Source: an optimization exercise on an open RTL-to-GDS flow (aim: a short achievable clock period and few clock cycles). Production flows keep margins and buffers that such runs may drop. Function was checked by simulation only, so behaviour that the tests miss may differ from the original. Power figures rest on the tool's default switching activity, not on a simulated workload.

<file path="design/flow/config.mk">
export PLATFORM = sky130hd
export DESIGN_NAME = Pipelined_HazardD
export DESIGN_NICKNAME = Pipelined_HazardD
export VERILOG_FILES = /design/flow/design.v
export SDC_FILE = /design/flow/constraint.sdc
export NUM_CORES = 4
export LEC_CHECK = 0
export CAP_MARGIN = 20
export CORE_MARGIN = 2
export CORE_UTILIZATION = 40
export SLEW_MARGIN = 20
</file>
<file path="design/flow/constraint.sdc">
create_clock -name core_clock -period 11.0 [get_ports {clk}]
set_input_delay 2.2000 -clock core_clock [delete_from_list [all_inputs] [get_ports {clk}]]
set_output_delay 2.2000 -clock core_clock [all_outputs]
set_load 0.01 [all_outputs]
</file>
<file path="design/flow/design.v">
`timescale 1ns / 1ps
module ALU_64(
input [63:0]a,
input [63:0]b,
input [3:0]ALUop,
output reg [63:0]Result,
output reg Zero,
output reg Is_Greater
);
always @(*)
begin
case (ALUop)
default: Result = a + b;
4'b0000: Result = a & b;
4'b0001: Result = a | b;
4'b0010: Result = a + b;
4'b0110: Result = a - b;
4'b1100: Result = ~(a | b);
4'b0111: Result = a << b;
endcase
    if (Result == 64'd0)
        Zero = 1'b1;
    else
        Zero = 1'b0;
    Is_Greater = ($signed(a) >= $signed(b)) ? 1'b1 : 1'b0;  
end
endmodule
`timescale 1ns / 1ps
module ALU_Control(
    input [1:0] ALUOp, input [3:0] Funct,
    output [3:0] Operation
);
reg [3:0] Op_reg;
always @(*) begin
    Op_reg = 4'b0010;
    case (ALUOp)
    2'b00: begin 
        case ({Funct[2:0]})
            3'b001: Op_reg = 4'b0111;  
            default: Op_reg = 4'b0010;  
        endcase
    end
   2'b01: begin
        case ({Funct[2:0]})
        3'b000: Op_reg = 4'b0110;  
        3'b001: Op_reg = 4'b0110;  
        3'b101: Op_reg = 4'b0110;  
        endcase
    end 
    2'b10: 
    begin
        case (Funct)
        4'b0000: Op_reg = 4'b0010;
        4'b1000: Op_reg = 4'b0110; 
        4'b0111: Op_reg = 4'b0000;
        4'b0110: Op_reg = 4'b0001;
        endcase    
    end 
endcase
end
assign Operation = Op_reg;
endmodule
`timescale 1ns / 1ps
module Adder(
input [63:0] a, b,
    output [63:0] out
);
    assign out = a + b;
endmodule
module Branch
(
    input Branch, Zero, Is_Greater,
    input [3:0] funct,
    output reg switch_branch
);
always @(*) begin
    switch_branch = 0;
    if (Branch) begin
        case ({funct[2:0]})
            3'b000: switch_branch = Zero ? 1 : 0;
            3'b001: switch_branch = Zero ? 0 : 1;
            3'b101: switch_branch = Is_Greater ? 1 : 0;
        endcase
    end
    else
        switch_branch = 0;
end
endmodule  
`timescale 1ns / 1ps
module Control_Unit(
    input [6:0] Opcode,
    output reg Branch, MemRead, MemtoReg, MemWrite, ALUSrc, RegWrite,
    output reg [1:0] ALUop 
); 
    always @(*) begin 
        ALUop = 2'b00; Branch = 0; MemRead = 0; MemtoReg = 0;
        MemWrite = 0; ALUSrc = 0; RegWrite = 0;
        case (Opcode)
            7'b0110011: begin  
                ALUop = 2'b10; 
                Branch = 0; 
                MemRead = 0; 
                MemtoReg = 0; 
                MemWrite = 0; 
                ALUSrc = 0; 
                RegWrite = 1; 
            end
            7'b0000011: begin  
                ALUop = 2'b00; 
                Branch = 0; 
                MemRead = 1; 
                MemtoReg = 1; 
                MemWrite = 0; 
                ALUSrc = 1; 
                RegWrite = 1; 
            end
            7'b0100011: begin  
                ALUop = 2'b00; 
                Branch = 0; 
                MemRead = 0; 
                MemtoReg = 1'b0; 
                MemWrite = 1; 
                ALUSrc = 1; 
                RegWrite = 0; 
            end
            7'b1100011: begin  
                ALUop = 2'b01; 
                Branch = 1; 
                MemRead = 0; 
                MemtoReg = 1'b0; 
                MemWrite = 0; 
                ALUSrc = 0; 
                RegWrite = 0; 
            end
            7'b0010011: begin  
                ALUop = 2'b00; 
                Branch = 0; 
                MemRead = 0; 
                MemtoReg = 0; 
                MemWrite = 0; 
                ALUSrc = 1; 
                RegWrite = 1; 
            end
        endcase
    end 
endmodule
`timescale 1ns / 1ps
module ImmGen
(
    input [31:0] instruc,
    output reg [63:0] imm_data
);
wire [6:0] opcode;
assign opcode = instruc[6:0];
reg [63:0] imm_data_reg;
always @(*)
begin
    case (opcode)
        7'b0000011: imm_data =  {{52{instruc[31]}}, instruc [31:20]};  
        7'b0100011: imm_data = {{52{instruc[31]}}, instruc [31:25], instruc [11:7]};  
        7'b1100011: imm_data = {{52{instruc[31]}}, instruc [31] , instruc [7], instruc [30:25], instruc [11:8]};
        7'b0010011: imm_data = {    {52{instruc[31]}}, instruc[31:20] };
        default : imm_data = 64'd0;
    endcase
end
endmodule
`timescale 1ns / 1ps
module InsParser(
    input [31:0] instruc,
    output [6:0] opcode,
    output [4:0] rd,
    output [2:0] funct3,
    output [4:0] rs1,
    output [4:0] rs2,
    output [6:0] funct7
);
assign opcode = instruc[6:0];
assign rd = instruc[11:7];
assign funct3 = instruc[14:12];
assign rs1 = instruc[19:15];
assign rs2 = instruc[24:20];
assign funct7 = instruc[31:25];
endmodule 
`timescale 1ns / 1ps
module Mux(
input [63:0] a,b,
input sel,  
output [0:63]output_data  
);
assign output_data = sel? a : b;  
endmodule
`timescale 1ns / 1ps
module Program_Counter(
    input clk,           
    input reset,         
    input PCWrite,       
    input [63:0] PC_In,  
    output reg [63:0] PC_Out  
);
always @(posedge clk) begin
    if (reset)
        PC_Out <= 64'd0;
    else if (PCWrite)
        PC_Out <= PC_In;
end
endmodule
`timescale 1ns / 1ps
module RegisterFile(
    input clk, reset, RegWrite,
    input [63:0] WriteData,
    input [4:0] RS1, RS2, RD,
    output reg [63:0] ReadData1, ReadData2    
);
reg [63:0] Registers [31:1];
always @(posedge clk) begin
    if (RegWrite && RD != 5'd0) begin
        Registers[RD] <= WriteData;
    end
end
always@(*) begin
    if (reset || RS1 == 5'd0)
        ReadData1 = 64'd0;
    else if (RegWrite && RD == RS1)
        ReadData1 = WriteData;
    else
        ReadData1 = Registers[RS1];
    if (reset || RS2 == 5'd0)
        ReadData2 = 64'd0;
    else if (RegWrite && RD == RS2)
        ReadData2 = WriteData;
    else
        ReadData2 = Registers[RS2];
end
endmodule 
`timescale 1ns / 1ps
module InstructionF_InstructionD(
    input clk,
    input reset,
    input IFID_Write,    
    input flush,         
    input [63:0] PC_addr,
    input [31:0] Instruc,
    output reg [63:0] PC_store,
    output reg [31:0] Instr_store
);
always @(posedge clk) begin
    if (reset || flush) begin
        PC_store <= 64'd0;
        Instr_store <= 32'h00000013;  
    end
    else if (IFID_Write) begin
        PC_store <= PC_addr;
        Instr_store <= Instruc;
    end
end
endmodule
`timescale 1ns / 1ps
module InstructionD_Exec(
    input clk,
    input reset,
    input bubble,        
    input [63:0] PC_addr,
    input [63:0] read_data1, read_data2,
    input [63:0] imm_val,
    input [3:0] funct_in,
    input [4:0] rd_in,
    input [4:0] rs1_in, rs2_in,
    input MemtoReg, RegWrite,
    input Branch, MemWrite, MemRead,
    input ALUSrc,
    input [1:0] ALU_op,
    output reg [63:0] PC_addr_store,
    output reg [63:0] read_data1_store, read_data2_store,
    output reg [63:0] imm_val_store,
    output reg [3:0] funct_in_store,
    output reg [4:0] rd_in_store,
    output reg [4:0] rs1_in_store, rs2_in_store,
    output reg MemtoReg_store, RegWrite_store,
    output reg Branch_store, MemWrite_store, MemRead_store,
    output reg ALUSrc_store,
    output reg [1:0] ALU_op_store
);
always @(posedge clk) begin
    PC_addr_store <= PC_addr;
    read_data1_store <= read_data1;
    read_data2_store <= read_data2;
    imm_val_store <= imm_val;
    funct_in_store <= funct_in;
    rd_in_store <= rd_in;
    rs1_in_store <= rs1_in;
    rs2_in_store <= rs2_in;
    MemtoReg_store <= MemtoReg;
    ALUSrc_store <= ALUSrc;
    ALU_op_store <= ALU_op;
    if (reset || bubble) begin
        RegWrite_store <= 1'b0;
        Branch_store <= 1'b0;
        MemWrite_store <= 1'b0;
        MemRead_store <= 1'b0;
    end
    else begin
        RegWrite_store <= RegWrite;
        Branch_store <= Branch;
        MemWrite_store <= MemWrite;
        MemRead_store <= MemRead;
    end
end
endmodule
`timescale 1ns / 1ps
module Exec_Mem(
input clk,
    input reset,
    input flush,         
    input RegWrite, MemtoReg,
    input Branch, Zero, MemWrite, MemRead, Is_Greater,
    input [63:0] PCplusimm, ALU_result, WriteData,
    input [3:0] funct_in,
    input [4:0] rd,
    output reg RegWrite_store, MemtoReg_store,
    output reg Branch_store, Zero_store, MemWrite_store, 
                MemRead_store, Is_Greater_store,
    output reg [63:0] PCplusimm_store, ALU_result_store,
            WriteData_store,
    output reg [3:0] funct_in_store,
    output reg [4:0] rd_store
);
always @(posedge clk) begin
    MemtoReg_store <= MemtoReg;
    Zero_store <= Zero;
    Is_Greater_store <= Is_Greater;
    PCplusimm_store <= PCplusimm;
    ALU_result_store <= ALU_result;
    WriteData_store <= WriteData;
    funct_in_store <= funct_in;
    rd_store <= rd;
    if (reset || flush) begin
        RegWrite_store <= 1'b0;
        Branch_store <= 1'b0;
        MemWrite_store <= 1'b0;
        MemRead_store <= 1'b0;
    end
    else begin
        RegWrite_store <= RegWrite;
        Branch_store <= Branch;
        MemWrite_store <= MemWrite;
        MemRead_store <= MemRead;
    end
end
endmodule
`timescale 1ns / 1ps
module Mem_WriteB(
 input clk,
    input reset,
    input RegWrite, MemtoReg,
    input [63:0] ReadData, ALU_result,
    input [4:0] rd,
    output reg RegWrite_store, MemtoReg_store,
    output reg [63:0] ReadData_store, ALU_result_store,
    output reg [4:0] rd_store
);
always @(posedge clk) begin
    RegWrite_store <= reset ? 1'b0 : RegWrite;
    MemtoReg_store <= MemtoReg;
    ReadData_store <= ReadData;
    ALU_result_store <= ALU_result;
    rd_store <= rd;
end
endmodule
`timescale 1ns / 1ps
module Forwarding_Unit(
    input [4:0] EXMEM_rd, MEMWB_rd,
    input [4:0] IDEX_rs1, IDEX_rs2,
    input EXMEM_RegWrite, EXMEM_MemtoReg,
    input MEMWB_RegWrite,
    output reg [1:0] fwd_A, fwd_B
);
always @(*) begin
    fwd_A = 2'b00;  
    fwd_B = 2'b00;
    if (EXMEM_rd == IDEX_rs1 && EXMEM_RegWrite && EXMEM_rd != 0) 
        begin
            fwd_A = 2'b10;
        end
    else if (((MEMWB_rd == IDEX_rs1) && MEMWB_RegWrite && (MEMWB_rd != 0)) 
            &&
            !(EXMEM_RegWrite && (EXMEM_rd != 0) && (EXMEM_rd == IDEX_rs1)))
        begin
            fwd_A = 2'b01;
        end
    else
        begin
            fwd_A = 2'b00;
        end
    if ((EXMEM_rd == IDEX_rs2) && (EXMEM_RegWrite) && (EXMEM_rd != 0))
        begin
            fwd_B = 2'b10;
        end
    else if (((MEMWB_rd == IDEX_rs2) && (MEMWB_RegWrite == 1) && (MEMWB_rd != 0)) 
            &&
            !(EXMEM_RegWrite && (EXMEM_rd != 0) && (EXMEM_rd == IDEX_rs2)
            ))
        begin
            fwd_B = 2'b01;
        end
    else 
        begin
            fwd_B = 2'b00;
        end
end
endmodule
`timescale 1ns / 1ps
module Hazard_Detect(
     input [4:0] IDEX_rd, IFID_rs1, IFID_rs2,
    input IDEX_MemRead,
    output reg IDEX_mux_out,
    output reg IFID_Write, PCWrite
);
always@(*) begin
    if (IDEX_MemRead && (IDEX_rd == IFID_rs1 || IDEX_rd == IFID_rs2))
    begin
        IDEX_mux_out = 0;
        IFID_Write = 0;
        PCWrite = 0;
    end
    else begin
        IDEX_mux_out = 1;
        IFID_Write = 1;
        PCWrite = 1;
    end
end
endmodule
`timescale 1ns / 1ps
module Triple_Mux(
    input [63:0] a, b, c,
    input [1:0] sel,     
    output [63:0] out
);
assign out = (sel == 2'b10) ? c : (sel == 2'b01) ? b : a;
endmodule
`timescale 1ns / 1ps
module Pipelined_HazardD(
    input clk, reset,
    output [63:0] imem_addr,
    input  [31:0] imem_rdata,
    output [63:0] dmem_addr,
    output [63:0] dmem_wdata,
    output dmem_we,
    input  [63:0] dmem_rdata
);
wire [63:0] PC_to_IM;
wire [31:0] IM_to_IFID = imem_rdata;
wire [6:0] opcode_out;
wire [4:0] rd_out, rs1_out, rs2_out;
wire [2:0] funct3_out;
wire [6:0] funct7_out;
wire Branch_out, MemRead_out, MemtoReg_out, MemWrite_out, ALUSrc_out, RegWrite_out;
wire Is_Greater_out;
wire [1:0] ALUOp_out;
wire [63:0] mux_to_reg;
wire [63:0] mux_to_pc_in;
wire [3:0] ALU_C_Operation;
wire [63:0] imm_data_out;
wire [63:0] fixed_4 = 64'd4;
wire [63:0] PC_plus_4_to_mux;
wire [63:0] alu_mux_out;
wire [63:0] alu_result_out;
wire zero_out;
wire [63:0] imm_to_adder;
wire [63:0] DM_Read_Data_out = dmem_rdata;
wire pc_mux_sel_wire;
wire [63:0] ReadData1_out, ReadData2_out;
wire IDEX_Branch_out, IDEX_MemRead_out, IDEX_MemtoReg_out;
wire IDEX_MemWrite_out, IDEX_ALUSrc_out, IDEX_RegWrite_out;
wire [63:0] IDEX_ReadData1_out, IDEX_ReadData2_out;
wire [4:0] IDEX_rd_out, IDEX_rs1_out, IDEX_rs2_out;
wire [63:0] MEMWB_alu_result_out, MEMWB_DM_Read_Data_out;
wire [4:0] MEMWB_rd_out;
wire [63:0] IDEX_PC_addr, IDEX_imm_data_out;
wire [3:0] IDEX_funct_in;
wire [1:0] IDEX_ALUOp_out;
wire EXMEM_Branch_out, EXMEM_MemRead_out, EXMEM_MemtoReg_out;
wire EXMEM_MemWrite_out, EXMEM_RegWrite_out;
wire EXMEM_zero_out, EXMEM_Is_Greater_out;
wire [63:0] EXMEM_PC_plus_imm, EXMEM_alu_result_out, EXMEM_ReadData2_out;
wire [3:0] EXMEM_funct_in;
wire [4:0] EXMEM_rd_out;
wire MEMWB_MemtoReg_out, MEMWB_RegWrite_out;
wire [63:0] IFID_PC_addr;
wire [31:0] IFID_IM_to_parse;
wire [3:0] funct_in;
wire [63:0] pcplusimm_to_EXMEM;
wire [1:0] fwd_A, fwd_B;
wire [63:0] fwd_A_out, fwd_B_out;
wire IDEX_ctrl_keep, IFID_Write, PCWrite;
assign imm_to_adder = IDEX_imm_data_out << 1;
assign imem_addr  = PC_to_IM;
assign dmem_addr  = EXMEM_alu_result_out;
assign dmem_wdata = EXMEM_ReadData2_out;
assign dmem_we    = EXMEM_MemWrite_out;
Mux MUX_PC
(
    EXMEM_PC_plus_imm,    
    PC_plus_4_to_mux,
    pc_mux_sel_wire,
    mux_to_pc_in
);
Program_Counter PC (
    clk,
    reset,
    PCWrite | pc_mux_sel_wire,
    mux_to_pc_in,
    PC_to_IM
);
Adder PC_Inc
(
    PC_to_IM,
    fixed_4,
    PC_plus_4_to_mux
);
InstructionF_InstructionD IF_ID
(
    clk,
    reset,
    IFID_Write,
    pc_mux_sel_wire,
    PC_to_IM,
    IM_to_IFID,
    IFID_PC_addr,
    IFID_IM_to_parse
);
InsParser InsParser
(
    IFID_IM_to_parse,
    opcode_out,
    rd_out,
    funct3_out,
    rs1_out,
    rs2_out,
    funct7_out
);
assign funct_in = {IFID_IM_to_parse[30],IFID_IM_to_parse[14:12]};
Control_Unit CU
(
    opcode_out,
    Branch_out,
    MemRead_out,
    MemtoReg_out,
    MemWrite_out,
    ALUSrc_out,
    RegWrite_out,
    ALUOp_out
);
Hazard_Detect HD
(
    IDEX_rd_out,
    rs1_out,
    rs2_out,
    IDEX_MemRead_out,
    IDEX_ctrl_keep,
    IFID_Write,
    PCWrite
);
RegisterFile RF
(
    clk,
    reset,
    MEMWB_RegWrite_out,
    mux_to_reg,
    rs1_out,
    rs2_out,
    MEMWB_rd_out,
    ReadData1_out,
    ReadData2_out
);
ImmGen IG
(
    IFID_IM_to_parse,
    imm_data_out
);
InstructionD_Exec ID_EX
(
    clk,
    reset,
    ~IDEX_ctrl_keep | pc_mux_sel_wire,
    IFID_PC_addr,
    ReadData1_out,
    ReadData2_out,
    imm_data_out,
    funct_in,
    rd_out,
    rs1_out,
    rs2_out,
    MemtoReg_out,
    RegWrite_out,
    Branch_out,
    MemWrite_out,
    MemRead_out,
    ALUSrc_out,
    ALUOp_out,
    IDEX_PC_addr,
    IDEX_ReadData1_out,
    IDEX_ReadData2_out,
    IDEX_imm_data_out,
    IDEX_funct_in,
    IDEX_rd_out,
    IDEX_rs1_out,
    IDEX_rs2_out,
    IDEX_MemtoReg_out,
    IDEX_RegWrite_out,
    IDEX_Branch_out,
    IDEX_MemWrite_out,
    IDEX_MemRead_out,
    IDEX_ALUSrc_out,
    IDEX_ALUOp_out
);
Forwarding_Unit FU
(
    EXMEM_rd_out,
    MEMWB_rd_out,
    IDEX_rs1_out,
    IDEX_rs2_out,
    EXMEM_RegWrite_out,
    EXMEM_MemtoReg_out,
    MEMWB_RegWrite_out,
    fwd_A,
    fwd_B
);
Triple_Mux MUX_FWD_A
(
    IDEX_ReadData1_out,
    mux_to_reg,
    EXMEM_alu_result_out,
    fwd_A,
    fwd_A_out
);
Triple_Mux MUX_FWD_B
(
    IDEX_ReadData2_out,
    mux_to_reg,
    EXMEM_alu_result_out,
    fwd_B,
    fwd_B_out
);
ALU_Control ALU
(
    IDEX_ALUOp_out,
    IDEX_funct_in,
    ALU_C_Operation
);
Mux MUX_ALU
(
    IDEX_imm_data_out,  
    fwd_B_out,
    IDEX_ALUSrc_out,
    alu_mux_out
);
ALU_64 ALU64
(
    fwd_A_out,
    alu_mux_out,
    ALU_C_Operation,
    alu_result_out,
    zero_out,
    Is_Greater_out
);
Adder IMMInc
(
    IDEX_PC_addr,
    imm_to_adder,
    pcplusimm_to_EXMEM
);
Exec_Mem EX_MEM
(
    clk,
    reset,
    pc_mux_sel_wire,
    IDEX_RegWrite_out,
    IDEX_MemtoReg_out,
    IDEX_Branch_out,
    zero_out,
    Is_Greater_out,
    IDEX_MemWrite_out,
    IDEX_MemRead_out,
    pcplusimm_to_EXMEM,
    alu_result_out,
    fwd_B_out,
    IDEX_funct_in,
    IDEX_rd_out,
    EXMEM_RegWrite_out,
    EXMEM_MemtoReg_out,
    EXMEM_Branch_out,
    EXMEM_zero_out,
    EXMEM_Is_Greater_out,
    EXMEM_MemWrite_out,
    EXMEM_MemRead_out,
    EXMEM_PC_plus_imm,
    EXMEM_alu_result_out,
    EXMEM_ReadData2_out,
    EXMEM_funct_in,
    EXMEM_rd_out
);
Branch BC
(
    EXMEM_Branch_out,
    EXMEM_zero_out,
    EXMEM_Is_Greater_out,
    EXMEM_funct_in,
    pc_mux_sel_wire
);
Mem_WriteB MEM_WB
(
    clk,
    reset,
    EXMEM_RegWrite_out,
    EXMEM_MemtoReg_out,
    DM_Read_Data_out,
    EXMEM_alu_result_out,
    EXMEM_rd_out,
    MEMWB_RegWrite_out,
    MEMWB_MemtoReg_out,
    MEMWB_DM_Read_Data_out,
    MEMWB_alu_result_out,
    MEMWB_rd_out
);
Mux M2
(
    MEMWB_DM_Read_Data_out,  
    MEMWB_alu_result_out,
    MEMWB_MemtoReg_out,
    mux_to_reg
);
endmodule
</file>
<file path="design/flow/run.sh">
#!/bin/bash
# synth_recipe.tcl (not shown) runs the flow's synth.tcl, then flattens the netlist and writes it again
# the make line also repeats each setting of config.mk as NAME=value (left out here)
make -C /OpenROAD-flow-scripts/flow DESIGN_CONFIG=/design/flow/config.mk WORK_HOME=/design/flow/orfs CLKGATE_MAP_FILE= SYNTH_SCRIPT=/design/flow/synth_recipe.tcl finish
</file>
==> notes.md <==
-- power by group through the flow --
stage,Combinational (mW),Clock [mW],Sequential (mW)
floorplan,2.65,0,12.2
global placement,4.99,0,12.5
detailed placement,5.03,0,12.5
CTS,5.04,10.3,12.3
global route,5.39,10.7,12.3
finish,5.21,10.2,12.3
-- layout make-up --
class	count	area, um2
well taps	4387	5490
clock buffers	391	8240
inverters	227	852
repair buffers	646	5740
diodes	20	50.0
fillers	29200	180000
multi-input cells	6172	56100
clock inverters	156	1600
flip-flops and latches	2716	74300
-- metrics by stage --
stage | utilization | hold slack, ps | std cells
floorplan | - | 310 | 9845
global placement | 0.428 | 317 | 14100
detailed placement | 0.428 | 314 | 14100
CTS | 0.458 | 303 | 14700
global route | 0.458 | 319 | 14700
finish | 0.458 | 310 | 14700
-- cell families (layout without fill, tap and decap cells) --
| kind of cell | count (synthesis) | after routing | synth area share |
|---|---|---|---|
| buffers and inverters | 957 | 1420 | 0.0278 |
| and+or+nand+nor | 1903 | 1903 | 0.0666 |
| other | 0 | 20 | 0 |
| xor gates and xnor gates | 185 | 185 | 0.0121 |
| DFF | 2716 | 2716 | 0.556 |
| muxes | 1641 | 1641 | 0.206 |
| AOI/OAI and AO/OA | 2184 | 2184 | 0.106 |
| adders and majority gates | 259 | 259 | 0.0244 |
-- layer usage --
| metal | vias to the layer above | routed length [um] | track usage |
|---|---|---|---|
| met1 | 50100 | 215000 | 0.430 |
| li1 | 39400 | - | - |
| met5 | - | 223 | 0 |
| met2 | 6526 | 238000 | 0.472 |
| met3 | 1442 | 63000 | 0.0794 |
| met4 | 26 | 32100 | 0.157 |
-- synth_stat cells, types with 40 or more instances --
library cell | n | area (um2)
xnor2_1 | 108 | 946
nor3_1 | 338 | 1690
nor2_1 | 532 | 2000
a21oi_1 | 711 | 3560
o21ai_0 | 462 | 2310
o31ai_1 | 80 | 601
a21o_1 | 71 | 533
a211oi_1 | 105 | 788
a221oi_1 | 234 | 2050
buf_1 | 165 | 619
nand3_1 | 103 | 515
and3_1 | 40 | 250
o221ai_1 | 115 | 1010
inv_1 | 222 | 833
xor2_1 | 77 | 674
ha_1 | 255 | 3190
nand4_1 | 76 | 475
dfxtp_1 | 732 | 14700
clkbuf_1 | 514 | 1930
nand2_1 | 508 | 1910
nor2b_1 | 74 | 463
edfxtp_1 | 1984 | 59600
buf_2 | 40 | 200
o21bai_1 | 45 | 338
o211ai_1 | 41 | 308
mux4_2 | 853 | 19200
mux2_2 | 314 | 3540
nor4_1 | 52 | 325
mux2i_1 | 471 | 4710
-- cells in the final DEF (no fill, tap or decap), types with 103 or more instances in the layout --
cell             instances
mux4_2                 853
xnor2_1                108
clkdlybuf4s50_1        289
clkbuf_16              308
mux2_2                 314
nor3_1                 333
inv_1                  222
o21ai_0                442
ha_1                   255
a221oi_1               234
a211oi_1               105
nand2_1                505
buf_4                  338
nor2_1                 497
o221ai_1               115
edfxtp_1              1984
nand3_1                103
mux2i_1                471
dfxtp_1                718
a21oi_1                711
-- worst paths after layout --
kind / start / endpoint / slack, ps
worst max-delay path: MEM_WB.rd_store[4]$_DFF_P_ / EX_MEM.Zero_store$_DFF_P_ / 960
worst min-delay path: EX_MEM.MemtoReg_store$_DFF_P_ / MEM_WB.MemtoReg_store$_DFF_P_ / 310
worst max register to register: MEM_WB.rd_store[4]$_DFF_P_ / EX_MEM.Zero_store$_DFF_P_ / 960
worst min register to register: EX_MEM.MemtoReg_store$_DFF_P_ / MEM_WB.MemtoReg_store$_DFF_P_ / 310
-- state kept, by name, indices dropped and copies added, names as in the netlist, 64 cells and up --
register,cells
ID_EX.read_data1_store,64
EX_MEM.PCplusimm_store,64
PC.PC_Out,64
RF.Registers,1984
EX_MEM.ALU_result_store,64
EX_MEM.WriteData_store,64
IF_ID.PC_store,64
MEM_WB.ReadData_store,64
MEM_WB.ALU_result_store,64
ID_EX.read_data2_store,64
ID_EX.PC_addr_store,64
-- critical path: cells and delay by family (launching register included) --
kind,cells,cell delay [ps]
AO/OA/AOI/OAI,9,3380
XOR/XNOR,1,100
adder cells (fa/ha/maj),2,790
buffers and inverters,4,960
flip-flops,1,470
AND/OR/NAND/NOR,11,4220
==> notes.md <==
worst vdd ir 0.000121 V; cell depth of the worst min-delay path 0; Hold Path Class reg -> reg; Worst slew margin 0.195; RSZ-0062 raised after global routing no; antenna-violating nets left 0; DR iter-0 viols 13800; Psw 8.53 mW; Int Power 19.2 mW; Synth Flop Type edfxtp_1; initial antenna violation count 57; worst slew pin tran 1200 ps; synthesized netlist net count 10200; CP endpoint kind register; Switching Share 0.307; Pins Over Slew Limit 0; Combinational Power Share 0.188; io pins 291; Yosys cell types 104; fin worst setup slack 958 ps; Tmin final 10040 ps; Synth Instances 9845; worst endpoint data arrival time 10900 ps; post-layout instance area 152000 um2; Setup Fix Bufs, Post-CTS 0; Seq pwr share 0.443; CTS H-tree depth 5; gpl congestion 1.01; Worst-path clk slew 70 ps; Reg2Reg Depth 27; vias in the first global route 95300; Via density 6.63; Placed Area 142000 um2; post-synthesis sequential area ratio 0.556; CTS buffer count 303; FMAX 0.0996 GHz; total global-route track usage 0.316; power density cells 182 nW/um2; CTS tree yes; EDFF count, synth 1984; largest net degree at the start of global routing 112; synthesized area 133000 um2; share of cells above drive strength 1 0.207; setup_tns 0 ps; Final Hold Vio Count 0; CTS Root Cell clkbuf_16; setup slack at placement 1170 ps; status no timing/DRC/antenna violations; clock sink count 2716; critical path class reg -> reg; die height 582 um; num rows 212; Post-synth ARST share 0; DRT Pass-1 Iters 6; core area 333000 um2; slowest cell on the critical path or3_1; Routed WL 549000 um; PortBufs 290; Clock Tree Buf Depth 4; Setup Skew 74.3 ps; hpwl dp 354000 um; layout overhead on the synthesized area 14.2%; DR vias 97600; global-route wire length before repair 758000 um; max cap viols 0; Max stage delay on crit path 710 ps; Initial Util 0.401; Final nets 10400; insertion delay to the later sink of the worst-skew pair 960 ps; Die Wd 582 um; Crit Path Max Fanout 31; Setup violations, final 0; die area 338000 um2; Routed wire per std cell 37.3 um; Synth Area per Inst 13.6 um2; Remaining Overflow, GRT 0; post_cts resized 0; Setup crit start kind register; total power 27.7 mW; DRC errors left 0; P_leak 50.5 nW; Post-CTS Hold Buffers 0; Ys Warns 13; Final Cycle Share 0.913; clock share of power 0.369; Worst Path Required 11860 ps; synthesized flop and latch total 2716
Testbench counts, summed over its fixed seeds: cycles 56,609.

## re-timing with driven ports
How much do the figures lean on ideal ports? The routed layout below was timed once more, with nothing changed but the port constraints.
Step 1: set_driving_cell puts a clkbuf_16 on clk and a buf_2 on each other input, an assumption about the parent block.
Step 2 times the ports against the registers' clock, not the clock port: input delays grow and output delays shrink by t, the midpoint of the rising clock arrivals with the driver on.
a / b / c = no drivers / after step 1 / after step 2; a / b = the first two.
shift t [ns]: 1.040
setup WS [ns]: 0.958 / 0.958 / 0.958
hold slack, ns: 0.310 / 0.310 / 0.310
worst setup path after step 2: register to register
cell pins on the clock port's net: 1
After both steps setup and hold are still met in this run. For this run, drivers alone change the setup slack by 0.000 ns; drivers and shift together by 0.000 ns.
